Context: an optimization exercise on an open-source flow, tuned for small area, a short achievable clock period and few clock cycles. The choices shown serve that exercise and are no tape-out recipe.
Only simulation tests tie the RTL to the original design; equivalence was not proved.
Power is estimated from default activity; no workload was simulated.

`flow/config.mk`:
```
export PLATFORM = sky130hd
export DESIGN_NAME = job_pe
export DESIGN_NICKNAME = job_pe
export VERILOG_FILES = /design/flow/design.v
export SDC_FILE = /design/flow/constraint.sdc
export NUM_CORES = 4
export LEC_CHECK = 0
export CAP_MARGIN = 40
export CORE_MARGIN = 2
export CORE_UTILIZATION = 40
export PLACE_DENSITY = 0.6
export SLEW_MARGIN = 20
```
`flow/constraint.sdc`:
```
create_clock -name core_clock -period 10.0 [get_ports {clk}]
set_input_delay 2.0000 -clock core_clock [delete_from_list [all_inputs] [get_ports {clk}]]
set_output_delay 2.0000 -clock core_clock [all_outputs]
set_load 0.01 [all_outputs]
```
`flow/design.v`:
```
module priority_encoder #(parameter [31:0] W = 16)(
    input wire [W-1:0] input_vec,
    output reg output_valid,
    output reg [$clog2(W)-1:0] output_index
);
  integer i;
  always @(*) begin
    output_valid = 0;  
    output_index = 0;  
    for (i = W-1; i >= 0; i = i - 1) begin
      if (input_vec[i]) begin
        output_valid = 1;
        output_index = i[$clog2(W)-1:0];
      end
    end
  end
endmodule
module match_req_route_table (
    input wire [4*20-1:0] offset,
    output wire [4*(3 + 1)-1:0] route_map
);
    wire [20-1:0] channel_lower_bound [(3 + 1)-1:0];
    wire [20-1:0] channel_upper_bound [(3 + 1)-1:0];
    assign channel_lower_bound[0] = 0;
    assign channel_upper_bound[0] = 2 ** 12 - 768;
    assign channel_lower_bound[1] = 0;
    assign channel_upper_bound[1] = 2 ** 15 - 768;  
    assign channel_lower_bound[2] = 0;
    assign channel_upper_bound[2] = 2 ** 16 - 768;  
    assign channel_lower_bound[3] = 2 ** 16 - 768;
    assign channel_upper_bound[3] = 2 ** 20 - 1;  
    genvar i, j;
    generate
        for(i = 0; i < 4; i = i + 1) begin: ROUTE_MAP_GEN
            for(j = 0; j < (3 + 1); j = j + 1) begin: CHANNEL_GEN
                assign route_map[i*(3 + 1) + j] = 
                {offset[(i)*(20) +: (20)]} >= channel_lower_bound[j] && 
                {offset[(i)*(20) +: (20)]} < channel_upper_bound[j];
            end
        end
    endgenerate
endmodule
module lazy_summary_pipeline (
    input wire clk,
    input wire i_match_done,
    input wire [6-1:0] i_match_head_ptr,
    input wire [6-1:0] i_seq_head_ptr,
    input wire i_delim,
    input wire [4-1:0] i_match_valid,
    input wire [4*((5 + 6 - 1)+1)-1:0] i_match_len,
    input wire [4*20-1:0] i_offset,
    output wire o_summary_done,
    output wire [6-1:0] o_seq_head_ptr,
    output wire [17-1:0] o_summary_ll,
    output wire [(((5 + 6 - 1)+1))-1:0] o_summary_ml,
    output wire [20-1:0] o_summary_offset,
    output wire o_summary_delim,
    output wire o_summary_eoj,
    output wire [(((5 + 6 - 1)+1))-1:0] o_summary_overlap_len,
    output wire o_move_to_next_job,
    output wire [6-1:0] o_move_forward
);
    localparam GAIN_BITS = ((5 + 6 - 1)+1) + 2;
    reg s0_match_done_reg;
    reg [6-1:0] s0_seq_head_ptr_reg;
    reg s0_delim_reg;
    reg [4-1:0] s0_match_valid_reg;
    reg [4*(6+1)-1:0] s0_ll_reg;
    reg [4*((5 + 6 - 1)+1)-1:0] s0_match_len_reg;
    reg [4*20-1:0] s0_offset_reg;
    reg [4*$clog2(20)-1:0] s0_offset_bits_reg;
    reg [4*GAIN_BITS-1:0] s0_gain_reg;
    wire [4 * $clog2(20)-1:0] reversed_offset_bits;
    wire [4 * $clog2(20)-1:0] s0_offset_bits;
    function  automatic  [20-1:0] reverse_offset (
        input [20-1:0] offset
    );
        integer i;
        for(i = 0; i < 20; i = i + 1) begin
        reverse_offset[i] = offset[20-1-i];
        end
    endfunction
    genvar g_i;
    generate
        for(g_i = 0; g_i < 4; g_i = g_i + 1) begin: OFFSET_BITS_GEN
        /*verilator lint_off PINCONNECTEMPTY*/
        priority_encoder #(20) offset_bits_enc (
            .input_vec(reverse_offset({i_offset[(g_i)*(20) +: (20)]})),
            .output_valid(),
            .output_index({reversed_offset_bits[(g_i)*($clog2(20)) +: ($clog2(20))]})
        );
        assign {s0_offset_bits[(g_i)*($clog2(20)) +: ($clog2(20))]} = 20 - {reversed_offset_bits[(g_i)*($clog2(20)) +: ($clog2(20))]};
        end
    endgenerate
    always @(posedge clk) begin
        s0_match_done_reg <= i_match_done;
        s0_seq_head_ptr_reg <= i_seq_head_ptr;
        s0_delim_reg <= i_delim;
        s0_match_valid_reg <= i_match_valid;
        s0_match_len_reg <= i_match_len;
        s0_offset_bits_reg <= s0_offset_bits;
        s0_offset_reg <= i_offset;
        for(integer i = 0; i < 4; i = i + 1) begin
            {s0_ll_reg[(i)*(6+1) +: (6+1)]} <= {{(6+1)-$bits(i_match_head_ptr){1'b0}}, (i_match_head_ptr)} - {{(6+1)-$bits(i_seq_head_ptr){1'b0}}, (i_seq_head_ptr)} + i[6+1-1:0];
            {s0_gain_reg[(i)*(GAIN_BITS) +: (GAIN_BITS)]} <= {{(GAIN_BITS)-$bits({{i_match_len[(i)*(((5 + 6 - 1)+1)) +: (((5 + 6 - 1)+1))]}, 2'b0}){1'b0}}, ({{i_match_len[(i)*(((5 + 6 - 1)+1)) +: (((5 + 6 - 1)+1))]}, 2'b0})}
            + (GAIN_BITS)'(4 * (4 - i) + 20 + 1);  
        end
    end
    reg s1_match_done_reg;
    reg [6-1:0] s1_seq_head_ptr_reg;
    reg s1_delim_reg;
    reg [4-1:0] s1_match_valid_reg;
    reg [4*(6+1)-1:0] s1_ll_reg;
    reg [4*((5 + 6 - 1)+1)-1:0] s1_match_len_reg;
    reg [4*20-1:0] s1_offset_reg;
    reg [4*((5 + 6 - 1)+1)-1:0] s1_move_forward_reg; 
    reg [4*GAIN_BITS-1:0] s1_gain_reg;
    always @(posedge clk) begin
        s1_match_done_reg <= s0_match_done_reg;
        s1_seq_head_ptr_reg <= s0_seq_head_ptr_reg;
        s1_delim_reg <= s0_delim_reg;
        s1_match_valid_reg <= s0_match_valid_reg;
        s1_match_len_reg <= s0_match_len_reg;
        s1_offset_reg <= s0_offset_reg;
        s1_ll_reg <= s0_ll_reg;
        for(integer i = 0; i < 4; i = i + 1) begin
            {s1_gain_reg[(i)*(GAIN_BITS) +: (GAIN_BITS)]} <= s0_match_valid_reg[i] ? ({s0_gain_reg[(i)*(GAIN_BITS) +: (GAIN_BITS)]}
            - {{(GAIN_BITS)-$bits({s0_offset_bits_reg[(i)*($clog2(20)) +: ($clog2(20))]}){1'b0}}, ({s0_offset_bits_reg[(i)*($clog2(20)) +: ($clog2(20))]})}) : 0;
            {s1_move_forward_reg[(i)*(((5 + 6 - 1)+1)) +: (((5 + 6 - 1)+1))]} <= {s0_match_len_reg[(i)*(((5 + 6 - 1)+1)) +: (((5 + 6 - 1)+1))]} + 
            {{(((5 + 6 - 1)+1))-$bits({s0_ll_reg[(i)*(6+1) +: (6+1)]}){1'b0}}, ({s0_ll_reg[(i)*(6+1) +: (6+1)]})}; 
        end
    end
    localparam BEST_LAYER = $clog2(4);
    reg best_match_done_reg[BEST_LAYER-1:0];
    reg [6-1:0] best_seq_head_ptr_reg[BEST_LAYER-1:0];
    reg best_delim_reg[BEST_LAYER-1:0];
    wire [GAIN_BITS-1:0] cand_gain [4-1:0];
    genvar g_c;
    generate
        for(g_c = 0; g_c < 4; g_c = g_c + 1) begin: CAND_GEN
            assign cand_gain[g_c] = {s1_gain_reg[(g_c)*(GAIN_BITS) +: (GAIN_BITS)]};
        end
    endgenerate
    wire l0_sel_a = !(cand_gain[0] > cand_gain[1]);          
    wire l0_sel_b = !(cand_gain[2] > cand_gain[3]);          
    wire [1:0] l0_idx_a = {1'b0, l0_sel_a};
    wire [1:0] l0_idx_b = {1'b1, l0_sel_b};
    wire l1_sel = !(cand_gain[l0_idx_a] > cand_gain[l0_idx_b]);
    wire [1:0] best_idx = l1_sel ? l0_idx_b : l0_idx_a;
    reg [6+1-1:0] best_ll_q;
    reg [((5 + 6 - 1)+1)-1:0] best_match_len_q;
    reg [20-1:0] best_offset_q;
    reg [((5 + 6 - 1)+1)-1:0] best_move_forward_q;
    always @(posedge clk) begin
        best_match_done_reg[0] <= s1_match_done_reg;
        best_seq_head_ptr_reg[0] <= s1_seq_head_ptr_reg;
        best_delim_reg[0] <= s1_delim_reg;
        for(integer layer = 1; layer < BEST_LAYER; layer = layer + 1) begin
            best_match_done_reg[layer] <= best_match_done_reg[layer-1];
            best_seq_head_ptr_reg[layer] <= best_seq_head_ptr_reg[layer-1];
            best_delim_reg[layer] <= best_delim_reg[layer-1];
        end
        best_ll_q <= {s1_ll_reg[(best_idx)*(6+1) +: (6+1)]};
        best_match_len_q <= {s1_match_len_reg[(best_idx)*(((5 + 6 - 1)+1)) +: (((5 + 6 - 1)+1))]};
        best_offset_q <= {s1_offset_reg[(best_idx)*(20) +: (20)]};
        best_move_forward_q <= {s1_move_forward_reg[(best_idx)*(((5 + 6 - 1)+1)) +: (((5 + 6 - 1)+1))]};
    end
    reg s3_match_done_reg;
    reg [6-1:0] s3_seq_head_ptr_reg;
    reg [6+1-1:0] s3_ll_reg;
    reg [((5 + 6 - 1)+1)-1:0] s3_ml_reg;
    reg [20-1:0] s3_offset_reg;
    reg s3_eoj_reg;
    reg [(((5 + 6 - 1)+1))-1:0] s3_overlap_len_reg;
    reg s3_move_to_next_job_reg;
    reg [6-1:0] s3_move_forward_reg;
    reg s3_delim_reg;
    wire signed [((5 + 6 - 1)+1)+1-1:0] s3_overlap_len;
    assign s3_overlap_len = best_move_forward_q + {{(((5 + 6 - 1)+1))-$bits(best_seq_head_ptr_reg[BEST_LAYER-1]){1'b0}}, (best_seq_head_ptr_reg[BEST_LAYER-1])} - (2**6);
    always @(posedge clk) begin
        s3_match_done_reg <= best_match_done_reg[BEST_LAYER-1];
        s3_seq_head_ptr_reg <= best_seq_head_ptr_reg[BEST_LAYER-1];
        s3_delim_reg <= best_delim_reg[BEST_LAYER-1];
        if (s3_overlap_len >= 0) begin
            if(best_delim_reg[BEST_LAYER-1]) begin
                s3_ll_reg <= (2**6) - {{(6+1)-$bits(best_seq_head_ptr_reg[BEST_LAYER-1]){1'b0}}, (best_seq_head_ptr_reg[BEST_LAYER-1])};
                s3_ml_reg <= '0;
                s3_offset_reg <= '0;
                s3_eoj_reg <= 1'b1;
                s3_overlap_len_reg <= '0;
                s3_move_to_next_job_reg <= 1'b1;
                s3_move_forward_reg <= '0;
            end else begin
                s3_ll_reg <= best_ll_q;
                s3_ml_reg <= best_match_len_q;  
                s3_offset_reg <= best_offset_q;  
                s3_eoj_reg <= 1'b1;
                s3_overlap_len_reg <= s3_overlap_len[(((5 + 6 - 1)+1))-1:0];
                s3_move_to_next_job_reg <= 1'b1;
                s3_move_forward_reg <= '0;
            end
        end else begin
            s3_ll_reg <= best_ll_q;  
            s3_ml_reg <= best_match_len_q;  
            s3_offset_reg <= best_offset_q;  
            s3_eoj_reg <= 1'b0;
            s3_overlap_len_reg <= '0;
            s3_move_to_next_job_reg <= 1'b0;
            s3_move_forward_reg <= best_move_forward_q[6-1:0];  
        end
    end
    assign o_summary_done = s3_match_done_reg;
    assign o_seq_head_ptr = s3_seq_head_ptr_reg;
    assign o_summary_ll = {{(17)-$bits(s3_ll_reg){1'b0}}, (s3_ll_reg)};
    assign o_summary_ml = s3_ml_reg;
    assign o_summary_offset = s3_offset_reg;
    assign o_summary_delim = s3_delim_reg;
    assign o_summary_eoj = s3_eoj_reg;
    assign o_summary_overlap_len = s3_overlap_len_reg;
    assign o_move_to_next_job = s3_move_to_next_job_reg;
    assign o_move_forward = s3_move_forward_reg;
endmodule
module job_pe #(parameter JOB_PE_IDX = 0) (
    input wire clk,
    input wire rst_n,
    input wire hash_batch_valid,
    input wire [23-1:0] hash_batch_head_addr,
    input wire [(2**4)-1:0] hash_batch_history_valid,
    input wire [(2**4)*23-1:0] hash_batch_history_addr,
    input wire [(2**4)*($clog2(13)+1)-1:0] hash_batch_meta_match_len,
    input wire [(2**4)-1:0] hash_batch_meta_match_can_ext,
    input wire hash_batch_delim,
    output wire hash_batch_ready,
    output reg seq_valid,
    output reg [17-1:0] seq_ll,
    output reg [(((5 + 6 - 1)+1))-1:0] seq_ml,
    output reg [20-1:0] seq_offset,
    output reg seq_eoj,
    output reg [(((5 + 6 - 1)+1))-1:0] seq_overlap_len,
    output reg seq_delim,
    input wire seq_ready,
    output wire match_req_group_valid,
    output wire [4*23-1:0] match_req_group_head_addr,
    output reg [4*23-1:0] match_req_group_history_addr,
    output reg [4*(3 + 1)-1:0] match_req_group_router_map,
    output reg [4-1:0] match_req_group_strb,
    input wire match_req_group_ready,
    input wire match_resp_group_valid,
    output wire match_resp_group_ready,
    input wire [4*((5 + 6 - 1)+1)-1:0] match_resp_group_match_len
);
  localparam AW = 23;
  localparam MW = ($clog2(13)+1);
  localparam LW = ((5 + 6 - 1)+1);
  localparam OW = 20;
  localparam NW = 16;             
  localparam EW = 3 + MW + OW + 3;  
  localparam F_V  = EW - 1;
  localparam F_VX = EW - 2;
  localparam F_PD = EW - 3;
  localparam F_M  = 3 + OW;       
  localparam F_D  = 3;            
  localparam F_AH = 0;            
  genvar g, h;
  reg [1:0] lc;         
  reg [1:0] njobs;      
  reg cur_id;           
  reg [AW-1:0] jhead [0:1];
  reg jdelim [0:1];
  reg [5:0] s;          
  localparam PH_A = 2'd0, PH_R = 2'd1, PH_B = 2'd2;
  reg [1:0] ph;
  wire cur_partial = (njobs == 2'd1) && (lc != 2'd0);
  wire have_cur = (njobs != 2'd0);
  wire cur_full = have_cur && !cur_partial;
  wire newest_is_cur = (njobs == 2'd0) || cur_partial;
  wire load_id = newest_is_cur ? cur_id : ~cur_id;
  wire nxt_loading = ((njobs == 2'd1) && (lc == 2'd0)) || ((njobs == 2'd2) && (lc != 2'd0));
  assign hash_batch_ready = newest_is_cur || (nxt_loading && (s[5:4] > lc));
  wire fire_b = hash_batch_valid && hash_batch_ready;
  wire [AW-1:0] cur_head = jhead[cur_id];
  wire cur_delim = jdelim[cur_id];
  reg [64*EW-1:0] tbl;
  wire [63:0] tv;
  generate
    for (g = 0; g < 64; g = g + 1) begin : TV_GEN
      assign tv[g] = tbl[g*EW + F_V];
    end
  endgenerate
  reg prev_v0;
  reg [OW-1:0] prev_d0;
  always @(*) begin
    case (lc)
      2'd1: begin prev_v0 = tbl[15*EW + F_V]; prev_d0 = tbl[15*EW + F_D +: OW]; end
      2'd2: begin prev_v0 = tbl[31*EW + F_V]; prev_d0 = tbl[31*EW + F_D +: OW]; end
      default: begin prev_v0 = tbl[47*EW + F_V]; prev_d0 = tbl[47*EW + F_D +: OW]; end
    endcase
  end
  wire [NW*EW-1:0] wdata;
  wire [NW*OW-1:0] wd;
  generate
    for (g = 0; g < NW; g = g + 1) begin : WR_GEN
      wire [AW-1:0] a = hash_batch_history_addr[g*AW +: AW];
      wire [AW-1:0] a13 = a + AW'(13);
      wire hv = hash_batch_history_valid[g];
      wire hx = hash_batch_meta_match_can_ext[g];
      wire [OW-1:0] d = hash_batch_head_addr[OW-1:0] + OW'(g) - a[OW-1:0];
      assign wd[g*OW +: OW] = d;
      wire pv;
      wire [OW-1:0] pdd;
      if (g == 0) begin : P0
        assign pv = prev_v0;
        assign pdd = prev_d0;
      end else begin : PN
        assign pv = hash_batch_history_valid[g-1];
        assign pdd = wd[(g-1)*OW +: OW];
      end
      wire same = pv ? (d == pdd) : (d == {OW{1'b0}});
      assign wdata[g*EW +: EW] = {hv, hv & hx, hv & hx & ~same,
                                  hash_batch_meta_match_len[g*MW +: MW], d, a13[AW-1:AW-3]};
    end
    for (g = 0; g < 4; g = g + 1) begin : SLOT_GEN
      always @(posedge clk) begin
        if (fire_b && (lc == g[1:0])) begin
          tbl[g*NW*EW +: NW*EW] <= wdata;
        end
      end
    end
  endgenerate
  wire [63:0] vm;
  generate
    for (g = 0; g < 64; g = g + 1) begin : VM_GEN
      assign vm[g] = tv[g] && (g[6:0] >= {1'b0, s});
    end
  endgenerate
  wire [63:0] pe_any [0:6];
  wire [383:0] pe_idx [0:6];
  assign pe_any[0] = vm;
  assign pe_idx[0] = 384'b0;
  generate
    for (g = 1; g <= 6; g = g + 1) begin : PE_LVL
      for (h = 0; h < (64 >> g); h = h + 1) begin : PE_NODE
        wire lo = pe_any[g-1][2*h];
        wire hi = pe_any[g-1][2*h+1];
        assign pe_any[g][h] = lo | hi;
        if (g == 1) begin : L1
          assign pe_idx[g][h*6 +: 6] = {5'b0, ~lo};
        end else begin : LN
          assign pe_idx[g][h*6 +: 6] = lo ? {{(7-g){1'b0}}, pe_idx[g-1][(2*h)*6 +: g-1]}
                                          : {{(7-g){1'b0}}, 1'b1, pe_idx[g-1][(2*h+1)*6 +: g-1]};
        end
      end
      for (h = (64 >> g); h < 64; h = h + 1) begin : PE_PAD
        assign pe_any[g][h] = 1'b0;
      end
      assign pe_idx[g][383:(64>>g)*6] = '0;
    end
  endgenerate
  wire found = pe_any[6][0];
  wire [5:0] pstar = pe_idx[6][5:0];
  reg pstar_ok;
  always @(*) begin
    case (lc)
      2'd1: pstar_ok = (pstar <= 6'd12);
      2'd2: pstar_ok = (pstar <= 6'd28);
      2'd3: pstar_ok = (pstar <= 6'd44);
      default: pstar_ok = 1'b0;
    endcase
  end
  wire [4*EW-1:0] bank_word;
  wire [3:0] bank_ovf;
  generate
    for (g = 0; g < 4; g = g + 1) begin : BANK_GEN
      wire [16*EW-1:0] rows;
      for (h = 0; h < 16; h = h + 1) begin : ROW_GEN
        assign rows[h*EW +: EW] = tbl[(4*h+g)*EW +: EW];
      end
      wire [4:0] rsel = {1'b0, pstar[5:2]} + ((g[1:0] < pstar[1:0]) ? 5'd1 : 5'd0);
      assign bank_word[g*EW +: EW] = rows[rsel[3:0]*EW +: EW];
      assign bank_ovf[g] = rsel[4];
    end
  endgenerate
  wire [4*EW-1:0] lane_word;
  wire [3:0] lane_in;
  generate
    for (g = 0; g < 4; g = g + 1) begin : LANE_GEN
      wire [1:0] bsel = pstar[1:0] + g[1:0];
      assign lane_word[g*EW +: EW] = bank_word[bsel*EW +: EW];
      assign lane_in[g] = ~bank_ovf[bsel];
    end
  endgenerate
  reg [3:0] l_v;
  reg [3:0] l_pend;
  reg l_anyp;
  reg [4*MW-1:0] l_m;
  reg [4*OW-1:0] l_off;
  reg [4*3-1:0] l_ah;
  reg [AW-1:0] l_head0;    
  reg [6:0] l_ll0;         
  wire [3:0] a_pend;
  generate
    for (g = 0; g < 4; g = g + 1) begin : APEND_GEN
      if (g == 0) begin : P0
        assign a_pend[g] = lane_word[g*EW + F_VX];
      end else begin : PN
        assign a_pend[g] = lane_in[g] & lane_word[g*EW + F_PD];
      end
    end
  endgenerate
  wire a_go = have_cur && (ph == PH_A) && (cur_full || (found && pstar_ok));
  wire a_step = a_go && found;
  wire out_busy = seq_valid;
  wire a_tail = a_go && !found && (!out_busy || seq_ready);
  always @(posedge clk) begin
    if (a_step) begin
      for (integer i = 0; i < 4; i = i + 1) begin
        l_v[i] <= lane_in[i] & lane_word[i*EW + F_V];
        l_m[i*MW +: MW] <= lane_in[i] ? lane_word[i*EW + F_M +: MW] : {MW{1'b0}};
        if (lane_in[i]) begin
          l_off[i*OW +: OW] <= lane_word[i*EW + F_V] ? lane_word[i*EW + F_D +: OW] : {OW{1'b0}};
          l_ah[i*3 +: 3] <= lane_word[i*EW + F_AH +: 3];
        end
      end
      l_pend <= a_pend;
      l_anyp <= |a_pend;
      l_head0 <= cur_head + {{(AW-6){1'b0}}, pstar} + AW'(13);
      l_ll0 <= {1'b0, pstar} - {1'b0, s};
    end
  end
  assign match_req_group_valid = (ph == PH_R);
  generate
    for (g = 0; g < 4; g = g + 1) begin : REQ_GEN
      wire [AW-1:0] hd = l_head0 + AW'(g);
      wire [OW-1:0] o = l_off[g*OW +: OW];
      wire [OW-1:0] hl = hd[OW-1:0] - o;
      assign match_req_group_head_addr[g*AW +: AW] = hd;
      always @(*) begin
        match_req_group_history_addr[g*AW +: AW] = {l_ah[g*3 +: 3], hl};
        match_req_group_router_map[g*4 + 0] = (o < OW'(3328));
        match_req_group_router_map[g*4 + 1] = (o < OW'(32000));
        match_req_group_router_map[g*4 + 2] = (o < OW'(64768));
        match_req_group_router_map[g*4 + 3] = (o >= OW'(64768)) && (o < OW'(20'hFFFFF));
      end
    end
  endgenerate
  always @(*) match_req_group_strb = l_pend;
  wire b_ok = (ph == PH_B) && !out_busy && cur_full;
  assign match_resp_group_ready = b_ok && l_anyp;
  wire b_commit = b_ok && (!l_anyp || match_resp_group_valid);
  wire [4*LW-1:0] len;
  wire [4*13-1:0] gain;
  wire [4*LW-1:0] mf;
  wire [4*7-1:0] ll;
  generate
    for (g = 0; g < 4; g = g + 1) begin : GAIN_GEN
      wire [LW-1:0] r = l_pend[g] ? match_resp_group_match_len[g*LW +: LW] : {LW{1'b0}};
      wire [OW-1:0] o = l_off[g*OW +: OW];
      reg [4:0] bits;
      always @(*) begin
        bits = 5'd20;
        for (integer k = 0; k < OW; k = k + 1) if (o[k]) bits = k[4:0] + 5'd1;
      end
      wire [12:0] gb = {6'b0, l_m[g*MW +: MW], 2'b00} + 13'(4 * (4 - g) + 21) - {8'b0, bits};
      wire [LW-1:0] gh = gb[12:2] + r;
      assign gain[g*13 +: 13] = l_v[g] ? {gh, gb[1:0]} : 13'd0;
      assign len[g*LW +: LW] = {{(LW-MW){1'b0}}, l_m[g*MW +: MW]} + r;
      assign ll[g*7 +: 7] = l_ll0 + 7'(g);
      assign mf[g*LW +: LW] = {{(LW-MW){1'b0}}, l_m[g*MW +: MW]} + r + {{(LW-7){1'b0}}, ll[g*7 +: 7]};
    end
  endgenerate
  wire [12:0] g0 = gain[0 +: 13], g1 = gain[13 +: 13], g2 = gain[26 +: 13], g3 = gain[39 +: 13];
  wire sel_a = !(g0 > g1);
  wire sel_b = !(g2 > g3);
  wire [12:0] ga = sel_a ? g1 : g0;
  wire [12:0] gbb = sel_b ? g3 : g2;
  wire sel_l1 = !(ga > gbb);
  wire [1:0] best = sel_l1 ? {1'b1, sel_b} : {1'b0, sel_a};
  wire [LW-1:0] mf_best = mf[best*LW +: LW];
  wire [LW-1:0] len_best = len[best*LW +: LW];
  wire [6:0] ll_best = ll[best*7 +: 7];
  wire [OW-1:0] off_best = l_off[best*OW +: OW];
  wire [11:0] t = {1'b0, mf_best} + {6'b0, s} - 12'd64;
  wire t_neg = t[11];
  wire job_end = a_tail || (b_commit && !t_neg);
  always @(posedge clk) begin
    if (!rst_n) begin
      seq_valid <= 1'b0;
    end else if (a_tail || b_commit) begin
      seq_valid <= 1'b1;
    end else if (seq_ready) begin
      seq_valid <= 1'b0;
    end
  end
  always @(posedge clk) begin
    if (a_tail || (b_commit && !t_neg && cur_delim)) begin
      seq_ll <= {{(17-7){1'b0}}, 7'd64 - {1'b0, s}};
      seq_ml <= '0;
      seq_offset <= '0;
      seq_eoj <= 1'b1;
      seq_overlap_len <= '0;
      seq_delim <= cur_delim;
    end else if (b_commit) begin
      seq_ll <= {{(17-7){1'b0}}, ll_best};
      seq_ml <= len_best;
      seq_offset <= off_best;
      seq_eoj <= !t_neg;
      seq_overlap_len <= t_neg ? {LW{1'b0}} : t[LW-1:0];
      seq_delim <= cur_delim;
    end
  end
  always @(posedge clk) begin
    if (fire_b) begin
      if (lc == 2'd0) jhead[load_id] <= hash_batch_head_addr;
      if (lc == 2'd3) jdelim[load_id] <= hash_batch_delim;
    end
  end
  always @(posedge clk) begin
    if (!rst_n) begin
      lc <= 2'd0;
      njobs <= 2'd0;
      cur_id <= 1'b0;
      s <= 6'd0;
      ph <= PH_A;
    end else begin
      if (fire_b) lc <= lc + 2'd1;
      njobs <= njobs + ((fire_b && lc == 2'd0) ? 2'd1 : 2'd0) - (job_end ? 2'd1 : 2'd0);
      if (job_end) begin
        cur_id <= ~cur_id;
        s <= 6'd0;
        ph <= PH_A;
      end else begin
        case (ph)
          PH_A: if (a_step) ph <= (|a_pend) ? PH_R : PH_B;
          PH_R: if (match_req_group_ready) ph <= PH_B;
          PH_B: if (b_commit) begin
                  ph <= PH_A;
                  s <= t[5:0];
                end
          default: ph <= PH_A;
        endcase
      end
    end
  end
endmodule
```
`flow/run.sh`:
```
#!/bin/bash
# synth_recipe.tcl (not shown) runs the flow's synth.tcl, then flattens the netlist and writes it again
# the make line also repeats each setting of config.mk as NAME=value (left out here)
make -C /OpenROAD-flow-scripts/flow DESIGN_CONFIG=/design/flow/config.mk WORK_HOME=/design/flow/orfs CLKGATE_MAP_FILE= SYNTH_SCRIPT=/design/flow/synth_recipe.tcl finish
```
==> qor.txt <==
Clock Skews -> 0.103 ns
Reg2Reg Depth -> 50
IO Pins -> 823
vias per cell -> 5.94
YS warnings -> 1
sequential share of power -> 23.4%
outcome -> no timing/DRC/antenna violations
vias in the first global route -> 94.9k
Post-Syn Area per Cell -> 11.9 um^2
first drt pass iteration count -> 9
Syn Inst Count -> 10.7k
Final Util -> 49.0%
Startpoint Class -> flop
share of layout cells above drive strength 1 -> 15.8%
area leader, netlist -> edfxtp_1
slew of the pin with the lowest slew margin -> 1.20 ns
Reg2Reg Setup Slack -> 0.34 ns
Synth area leaders -> edfxtp_1 (51%), ha_1 (8.3%), mux4_2 (6.7%)
largest net degree at the start of global routing -> 152
setup violators final -> 0
FP Rows -> 207
Power Density -> 400 mW/mm^2
Sw Ratio -> 45.3%
switching pwr -> 28.3 mW
Clk pwr share -> 14.0%
most frequent cell after synthesis -> edfxtp_1
Max-cap violations -> 0
RSZ-0062 raised after global routing -> true
Synth top area share -> 51.3%
DRC Markers -> 0
core footprint -> 0.319 mm^2
first-pass GRT wire length -> 734000 um
DRC marker count from the first detailed-route iteration -> 12.1k
Post-synth EDFFs -> 2191
main flop type after synthesis -> edfxtp_1
slowest cell on the critical path -> fa_1
clk slew on worst S/H paths -> 0.07 ns
Overflow after GRT -> 0
die height -> 570 um
Setup crit start -> l_off[3]
Setup crit end -> njobs[1]
TritonCTS Buffers -> 229
relative slew slack -> 20.0%
post-cts hold buffer count -> 0
DRT Wirelength -> 536000 um
die width -> 570 um
CP max stage delay -> 0.51 ns
reg2reg start -> l_off[3]
Routed Antenna Nets -> 0
period utilisation layout -> 96.6%
sequential area share after synthesis -> 52.2%
H-tree levels -> 4
synth unique cells -> 116
Hold Crit Class -> reg2reg
reported leakage power -> 59.1 nW
CP Max Fanout -> 7
worst endpoint data arrival time -> 10.38 ns
GPL Wtd Cong -> 0.981
reg2reg end -> njobs[1]
fin nets -> 13.7k
VDD IR max -> 0.000941 V
Detailed Place HPWL -> 418000 um
min Tclk post-route -> 9.66 ns
clock tree buffer depth -> 4
hold_ws -> 0.507 ns
Post-synth ARST share -> 0%
synth cell count leaders -> edfxtp_1 (2191), nand2_1 (1259), ha_1 (853)
synth-to-layout area growth -> 21.8%
Root Buffer -> clkbuf_16
antenna violations before repair -> 67
Netlist Area Pre-Place -> 0.128 mm^2
Final Hold Viols -> 0
Clk Latency, worst-skew pair -> 0.93 ns
clk sinks -> 2249
WL/cell -> 32.2 um
Setup crit end kind -> flop
number of synthesized register bits -> 2249
Port Buffer Count -> 812
Starting Density -> 40.3%
Max Freq -> 104 MHz
WS Path Type -> reg2reg
Pint -> 34.1 mW
max-slew violations -> 0
via count -> 98.7k
Critical Path RT -> 10.72 ns
Total Routing Usage GR -> 32.2%
CTS tree -> yes
combinational power share -> 62.6%
die area -> 0.325 mm^2
## power by group through the flow
stage	clock, mW	combinational, mW	sequential, mW
2_1_floorplan	0	20.7	14.8
3_3_place_gp	0	36.8	14.7
3_5_place_dp	0	37.3	14.8
4_1_cts	8.81	37.6	14.6
5_1_grt	9.14	41.5	14.8
6_report	8.75	39.1	14.6
## area by class of cell
cell class	instances	area, um^2
fill	28029	162000
sequential	2249	67000
multi-input combinational	7412	58600
timing repair buffer	1662	15200
clock buffer	265	5890
tap	4180	5230
inverter	682	2580
clock inverter	153	1660
antenna	24	60.1
## metrics by stage
| stage | instances | setup WS [ns] | cell area [um^2] | power (mW) | TNS [ns] |
|---|---|---|---|---|---|
| 6_report | 16627 | 0.342 | 156000 | 62.4 | 0 |
| 4_1_cts | 16560 | 0.0372 | 155000 | 61.0 | 0 |
| 3_5_place_dp | 16140 | -0.562 | 148000 | 52.1 | -21.08 |
| 3_3_place_gp | 16020 | -0.665 | 146000 | 51.6 | -25.95 |
| 2_1_floorplan | 10751 | -2.61 | 128000 | 35.5 | -1320.21 |
| 5_1_grt | 16607 | -0.203 | 156000 | 65.4 | -0.525 |
## cell usage in the layout (no fill, tap or decap), types with 177 or more instances in the layout
cell type,n
a21oi_1,464
buf_4,730
clkbuf_16,230
clkdlybuf4s50_1,796
edfxtp_1,2191
ha_1,833
inv_1,660
mux2i_1,207
mux4_2,381
nand2_1,1253
nand3_1,445
nor2_1,634
nor3_1,177
o21ai_0,301
xnor2_1,506
xor2_1,302
## what timing repair did
action / 4_1_cts / 5_1_grt
gates cloned: 0 / 3
setup endpoints to repair: 50 / 62
pin swaps: 0 / 82
setup buffers: 2 / 30
gates resized for setup: 18 / 117
## logic make-up after synthesis
kind of cell | after synthesis | synth area share [%]
xor+xnor | 924 | 6.36
compound gates | 1699 | 8.72
mux | 611 | 8.51
fa+ha+maj | 892 | 8.93
buf+inv | 1092 | 3.39
other cells | 1 | 0.00292
flops | 2249 | 52.2
simple gates | 3274 | 11.9
## layer usage
| layer | wire [um] | up-vias | global-route usage [%] |
|---|---|---|---|
| met2 | 236000 | 5680 | 49.8 |
| met5 | 174 | - | 0 |
| met4 | 36100 | 26 | 18.3 |
| met3 | 58400 | 1106 | 7.79 |
| met1 | 204000 | 49012 | 41.4 |
| li1 | - | 42911 | - |
## worst max-delay path: cells and delay by family (launching register included)
family	cells	cell delay [ns]
mux	1	0.30
xor+xnor	3	0.51
simple gates	20	3.16
buf+inv	6	0.72
compound gates	12	1.95
fa+ha+maj	8	2.40
flops	1	0.46
## worst min path at each step
stage                    from              to  slack (ns)  cells past startpoint
2_1_floorplan           lc[1]           lc[1]        0.47                      2
4_1_cts                 lc[1]           lc[1]        0.51                      2
3_5_place_dp   seq_offset[10]  seq_offset[10]        0.49                      2
5_1_grt        seq_offset[19]  seq_offset[19]        0.53                      2
3_3_place_gp   seq_offset[10]  seq_offset[10]        0.47                      2
6_report                lc[1]           lc[1]        0.51                      2
## registers in the layout, indices dropped and copies added (netlist names), 2 cells and up, named ones only
register / flops
l_off: 80
tbl: 1984
njobs: 2
seq_ml: 11
lc: 2
l_ah: 12
l_ll0: 7
seq_ll: 7
seq_overlap_len: 11
l_pend: 4
jdelim: 2
seq_offset: 20
l_m: 20
s: 6
ph: 2
l_v: 4
jhead: 46
l_head0: 23
Testbench counts, summed over its fixed seeds: cycles 34,226.

==> re-timing with driven ports <==
In the flow no input, the clock included, has a driving cell. The finished layout below was timed again as built, in two steps.
Step 1 sets driving cells, clkbuf_16 on the clock port and buf_2 on the other inputs (assumed; they add their load-dependent delay and slew).
Step 2 also shifts input and output timing later by t, the mid clock arrival at the registers, as if the neighbouring blocks saw the same clock.
Three values: ideal, step 1, step 2; two values: the first two.
shift t [ns]: 1.002
slack for setup (ns): 0.342 / 0.342 / -0.165
worst register clock-pin slew, ns: 0.07 / 0.07
pins driven straight from the clock port: 1
With both steps, setup timing fails in this run, where it was met with ideal ports. The setup slack of this run moves by 0.000 ns with the drivers and by -0.507 ns with both steps.
